What follows belongs to an exercise in optimizing a design on an open flow for small area; a production flow would make more cautious choices. Only simulation tests tie the RTL to the original design; equivalence was not proved.

==> trial 42: inputs <==
// top_final
module top_final (
    input CLK100MHZ,
    input reset,
    input ACL_MISO,
    output ACL_MOSI,
    output ACL_SCLK,
    output ACL_CSN,
    output oled_spi_clk,
    output oled_spi_data,
    output oled_vdd,
    output oled_vbat,
    output oled_reset_n,
    output oled_dc_n
);
clock: 10.0 ns
lec_check: 0
abc_area: 1
cap_margin: 20
core_margin: 2
core_utilization: 30
place_density: 0.5
slew_margin: 20
synth_memory_max_bits: 16384
run.sh (not shown) runs the stock make flow with config.mk's settings and CLKGATE_MAP_FILE= SYNTH_SCRIPT=/design/flow/synth_recipe.tcl, a recipe that flattens the netlist after the stock synthesis.
==> build 30 (differences from trial 42) <==
--- a/flow/design.v
+++ b/flow/design.v
@@ -270,21 +270,26 @@
 `timescale 1ns / 1ps
 module spiControl(
     input  clock,
     input  reset,
     input [7:0] data_in,
     input  load_data,
-    output reg done_send,
+    output done_send,
     output     spi_clock,
     output reg spi_data
 );
 reg [2:0] counter;
 reg [2:0] dataCount;
 reg [1:0] state;
 reg clock_10;
-reg CE;
+localparam IDLE = 2'd0,
+           SEND = 2'd1,
+           DONE0 = 2'd2,
+           DONE1 = 2'd3;
+wire CE = (state == DONE0) | ((state == SEND) & (dataCount != 3'd0));
+assign done_send = (state == DONE1);
 assign spi_clock = CE ? clock_10 : 1'b1;
 always @(posedge clock)
 begin
     if(reset | counter == 3'd4)
         counter <= 0;
     else
@@ -294,52 +299,36 @@
 begin
     if(reset)
         clock_10 <= 0;
     else if(counter == 3'd4)
         clock_10 <= ~clock_10;
 end
-localparam IDLE = 2'd0,
-           SEND = 2'd1,
-           DONE = 2'd2;
 wire clock_10_fall = (counter == 3'd4) & clock_10;
 always @(posedge clock)
 begin
     if(reset)
     begin
         state <= IDLE;
-        dataCount <= 0;
-        done_send <= 1'b0;
-        CE <= 0;
         spi_data <= 1'b1;
     end
     else if(clock_10_fall)
     begin
         case(state)
             IDLE:begin
                 if(load_data)
-                begin
                     state <= SEND;
-                    dataCount <= 0;
-                end
+                dataCount <= 0;
             end
             SEND:begin
                 spi_data <= data_in[3'd7 - dataCount];
-                CE <= 1;
-                if(dataCount != 7)
-                    dataCount <= dataCount + 1;
-                else
-                    state <= DONE;
+                dataCount <= dataCount + 1;
+                if(dataCount == 7)
+                    state <= DONE0;
             end
             default:begin
-                CE <= 0;
-                done_send <= 1'b1;
-                if(!load_data)
-                begin
-                    done_send <= 1'b0;
-                    state <= IDLE;
-                end
+                state <= load_data ? DONE1 : IDLE;
             end
         endcase
     end
 end
 endmodule
 `timescale 1ns / 1ps
@@ -427,13 +416,12 @@
             pend <= 1'b0;
             oled_dc_n <= 1'b1;
             spiLoadData <= 1'b0;
             currPage <= 0;
             sendDone <= 0;
             charCount <= 0;
-            byteCounter <= 0;
         end
         else if(pend)
         begin
             if(isDelay ? delayEnd : !spiDone)
                 pend <= 1'b0;
         end
@@ -513,41 +501,42 @@
     input wire [3:0] bit_q,
     input wire [1:0] bit_axis,
     input wire b,
     input wire latch,
     output reg [2:0] direction
 );
-    localparam [7:0] K1 = 8'hF4, K2 = 8'h0C;
-    reg e1, g1, e2, l2;      
+    reg t, e, d;
     reg [2:0] code;          
-    wire k1 = K1[3'd7 - bit_q[2:0]];
-    wire k2 = K2[3'd7 - bit_q[2:0]];
-    wire gt = ~e1 & (~e2 | (b & g1));
-    wire lt =  e1 & (~e2 | (~b & l2));
+    reg k;
+    always @(*) begin
+        case (bit_q[2:0])
+            3'd1, 3'd2, 3'd3: k = t;
+            3'd4:             k = ~t;
+            3'd5:             k = 1'b1;
+            default:          k = 1'b0;
+        endcase
+    end
+    wire gt = ~t & (~e | (b & d));
+    wire lt =  t & (~e | (~b & d));
     always @(posedge clk) begin
-        if (reset) begin
-            e1 <= 1'b0; g1 <= 1'b0; e2 <= 1'b0; l2 <= 1'b0;
-            code <= 3'd0;
-        end else if (bit_en) begin
-            if (!bit_q[3]) begin
-                if (bit_q[2:0] == 3'd0) begin
-                    e1 <= (b == k1); g1 <= b & ~k1;
-                    e2 <= (b == k2); l2 <= ~b & k2;
-                end else begin
-                    e1 <= e1 & (b == k1); g1 <= g1 | (e1 & b & ~k1);
-                    e2 <= e2 & (b == k2); l2 <= l2 | (e2 & ~b & k2);
-                end
+        if (bit_en) begin
+            if (bit_q == 4'd0) begin
+                t <= b; e <= 1'b1; d <= 1'b0;
+            end else if (!bit_q[3]) begin
+                e <= e & (b == k);
+                d <= d | (e & (b != k) & (b == t));
             end else if (bit_q == 4'd9) begin
-                e1 <= b;
-                e2 <= 1'b1;
+                t <= b;
+                d <= d & (b ^ t);
+                e <= 1'b1;
             end else if (bit_q != 4'd8 && bit_q != 4'd15) begin
-                e2 <= e2 & (b == e1);
+                e <= e & (b == t);
             end else if (bit_q == 4'd15) begin
                 case (bit_axis)
-                    2'd0: code <= gt ? 3'd5 : lt ? 3'd6 : 3'd0;
-                    2'd1: if (code == 3'd0) code <= gt ? 3'd3 : lt ? 3'd4 : 3'd0;
+                    2'd1: code <= gt ? 3'd5 : lt ? 3'd6 : 3'd0;
+                    2'd2: if (code == 3'd0) code <= gt ? 3'd3 : lt ? 3'd4 : 3'd0;
                     default: if (code == 3'd0) code <= gt ? 3'd1 : lt ? 3'd2 : 3'd0;
                 endcase
             end
         end
     end
     always @(posedge clk) begin
@@ -569,73 +558,56 @@
     output reg cs,
     output bit_en,           
     output [3:0] bit_q,      
     output [1:0] bit_axis,   
     output latch             
     );
-    localparam [1:0] PU = 2'd0, WT = 2'd1, RD = 2'd2;
     localparam [23:0] wseq = 24'h0A2D02;
     localparam [15:0] rseq = 16'h0B0E;
-    reg [12:0] c;
-    reg [1:0] ph;
-    reg sctl;
-    wire [12:0] cw = c - 13'd2402;
-    wire [12:0] cr = c - 13'd1;
-    wire [12:0] cb = c - 13'd68;
+    reg [1:0] q;
+    reg [11:0] s;
+    wire rd = s[11];
+    wire [10:0] r = s[10:0];
+    wire r_lo = rd & (r[10:6] == 5'd0);             
+    wire slot_end = tick & (q == 2'd1);
+    wire slot_bit = tick & (q == 2'd2);             
+    wire [4:0] k = s[4:0] + 5'd1;                   
     always @(posedge iclk) begin
         if (reset) begin
-            c <= 13'd0;
-            ph <= PU;
+            q <= 2'd0;
+            s <= 12'd422;
             cs <= 1'b1;
             mosi <= 1'b0;
-            sctl <= 1'b0;
-        end else if (tick) begin
-            c <= c + 13'd1;
-            case (ph)
-                PU: begin
-                    if (c == 13'd2401)
-                        cs <= 1'b0;
-                    if (c >= 13'd2402) begin
-                        sctl <= 1'b1;
-                        mosi <= wseq[5'd23 - cw[6:2]];
-                    end
-                    if (c == 13'd2497) begin
-                        c <= 13'd0;
-                        ph <= WT;
-                        cs <= 1'b1;
-                        sctl <= 1'b0;
-                    end
-                end
-                WT: begin
-                    if (c == 13'd4002) begin
-                        c <= 13'd0;
-                        ph <= RD;
-                    end
-                end
-                default: begin
-                    if (c == 13'd1) begin
-                        cs <= 1'b0;
-                        sctl <= 1'b1;
-                    end
-                    if (c >= 13'd2 && c <= 13'd64)
-                        mosi <= rseq[4'd15 - cr[5:2]];
-                    if (c == 13'd256) begin
-                        cs <= 1'b1;
-                        sctl <= 1'b0;
-                    end
-                    if (c == 13'd4259)
-                        c <= 13'd0;
-                end
-            endcase
+        end else begin
+            if (tick)
+                q <= q + 2'd1;
+            if (slot_end)
+                s <= (rd & (r == 11'd1064)) ? 12'd2048 : s + 12'd1;
+            if (slot_end & (s == 12'd1022))
+                cs <= 1'b0;
+            if (slot_bit & rd & (r == 11'd0))
+                cs <= 1'b0;
+            if (slot_end & ((s == 12'd1046) | (rd & (r == 11'd63))))
+                cs <= 1'b1;
+            if (slot_bit) begin
+                if (s == 12'd1023)
+                    mosi <= wseq[23];
+                else if (s[11:5] == 7'b0100000 && s[4:0] <= 5'd22)
+                    mosi <= wseq[5'd23 - k];
+                else if (r_lo && r[5:4] == 2'd0)
+                    mosi <= rseq[4'd15 - r[3:0]];
+                else
+                    mosi <= 1'b0;
+            end
         end
     end
-    assign sclk = sctl & ~(ph == PU ? c[1] : (c[1] ^ c[0]));
-    assign bit_en = tick & (ph == RD) & (c[1:0] == 2'd0) & (c >= 13'd68) & (c <= 13'd256);
-    assign bit_q = cb[5:2];
-    assign bit_axis = cb[7:6];
-    assign latch = tick0 & (ph == RD) & (c == 13'd259);
+    assign sclk = ~cs & ~q[1];
+    assign bit_en = slot_end & r_lo & (r[5:4] != 2'd0);
+    assign bit_q = r[3:0];
+    assign bit_axis = r[5:4];
+    assign latch = tick0 & (q == 2'd0) & rd & (r == 11'd64);
 endmodule
 `timescale 1ns / 1ps
 module iclk_gen (
     input CLK100MHZ,
     input reset,
     output clk_4MHz_en,
@@ -698,25 +670,23 @@
         .bit_q(bit_q),
         .bit_axis(bit_axis),
         .b(ACL_MISO),
         .latch(latch),
         .direction(direction)
     );
-    reg [16:0] stringCount;
-    reg updateString;
+    reg [16:0] timer;
     reg [2:0] message;           
-    wire refresh = stringCount[16] & stringCount[15] & stringCount[10] &
-                   stringCount[9] & stringCount[7] & stringCount[5];
+    wire top100k = timer[16] & timer[15] & timer[10] & timer[9] & timer[7] & timer[5];
+    wire refresh = top100k & ~timer[0];
+    wire updateString = top100k & timer[0];
     always @(posedge CLK100MHZ) begin
         if (reset) begin
-            stringCount <= 17'd0;
-            updateString <= 1'b0;
+            timer <= 17'd0;
             message <= 3'd0;
         end else begin
-            stringCount <= refresh ? 17'd0 : stringCount + 17'd1;
-            updateString <= refresh;
+            timer <= updateString ? 17'd1 : timer + 17'd1;
             if (refresh)
                 message <= direction;
         end
     end
     localparam [1:0] IDLE = 2'd0, SEND = 2'd1, DONE = 2'd2;
     reg [1:0] state;
@@ -725,13 +695,12 @@
     wire sendDone;
     wire sendDataValid = (state == SEND);
     always @(posedge CLK100MHZ) begin
         if (reset) begin
             state <= IDLE;
             byteCounter <= 6'd63;
-            sendSel <= 3'd0;
         end else begin
             case (state)
                 IDLE: if (!sendDone) begin
                     sendSel <= message;
                     state <= SEND;
                 end
@@ -759,10 +728,10 @@
         .oled_vbat(oled_vbat),
         .oled_reset_n(oled_reset_n),
         .oled_dc_n(oled_dc_n),
         .charCode(charCode),
         .sendDataValid(sendDataValid),
         .updateString(updateString),
-        .timer(stringCount),
+        .timer(timer),
         .sendDone(sendDone)
     );
 endmodule
==> comparison <==
Build 30 completed with no timing, DRC or antenna violations. Trial 42 completed without violations.
Between trial 42 and build 30, the lower critical path depth is in build 30 (gap 1).
Against trial 42, the hold slack of build 30 is lower by 0.018 ns.
In build 30 the flip-flop and latch count is lower than in trial 42, by 6.
Between build 30 and trial 42, the lower global-route usage is in build 30 (gap 0.90 points).
Between trial 42 and build 30, the lower final cell count is in build 30 (gap 12%, measured against build 30).
Against trial 42, the area after synthesis of build 30 is smaller by about 7.5%.
First-iteration DRC count: trial 42 is smaller than build 30 (about 30%).
Against build 30, the clock skew of trial 42 is lower by 0.00062 ns.
Of trial 42 and build 30, trial 42 has the higher via count (gap 11%, measured against build 30).
Against build 30, the maximum frequency of trial 42 is smaller by 1.8%.
Of trial 42 and build 30, trial 42 has the higher die area (gap 7.9%, measured against build 30).

-- afterwards: timing with drivers on the ports --
No port has a modelled driver above. Below, the same layouts with a new extraction and two added sets of constraints.
Step 1 sets driving cells, clkbuf_16 on the clock port and buf_2 on the other inputs (assumed; they add their load-dependent delay and slew).
Step 2 also shifts input and output timing later by t, the mid clock arrival at the registers, as if the neighbouring blocks saw the same clock.
a / b / c = ideal ports / drivers / drivers and shift; a / b = the first two.
run | t, ns | setup WS [ns] | worst setup path at the end | latest minus earliest clock arrival (ns)
trial 42 | 0.389 | 5.882 / 5.842 / 6.230 | register to output | 0.008 / 0.009
build 30 | 0.378 | 5.955 / 5.912 / 6.209 | register to register | 0.010 / 0.010
After both steps every run listed still meets setup and hold.
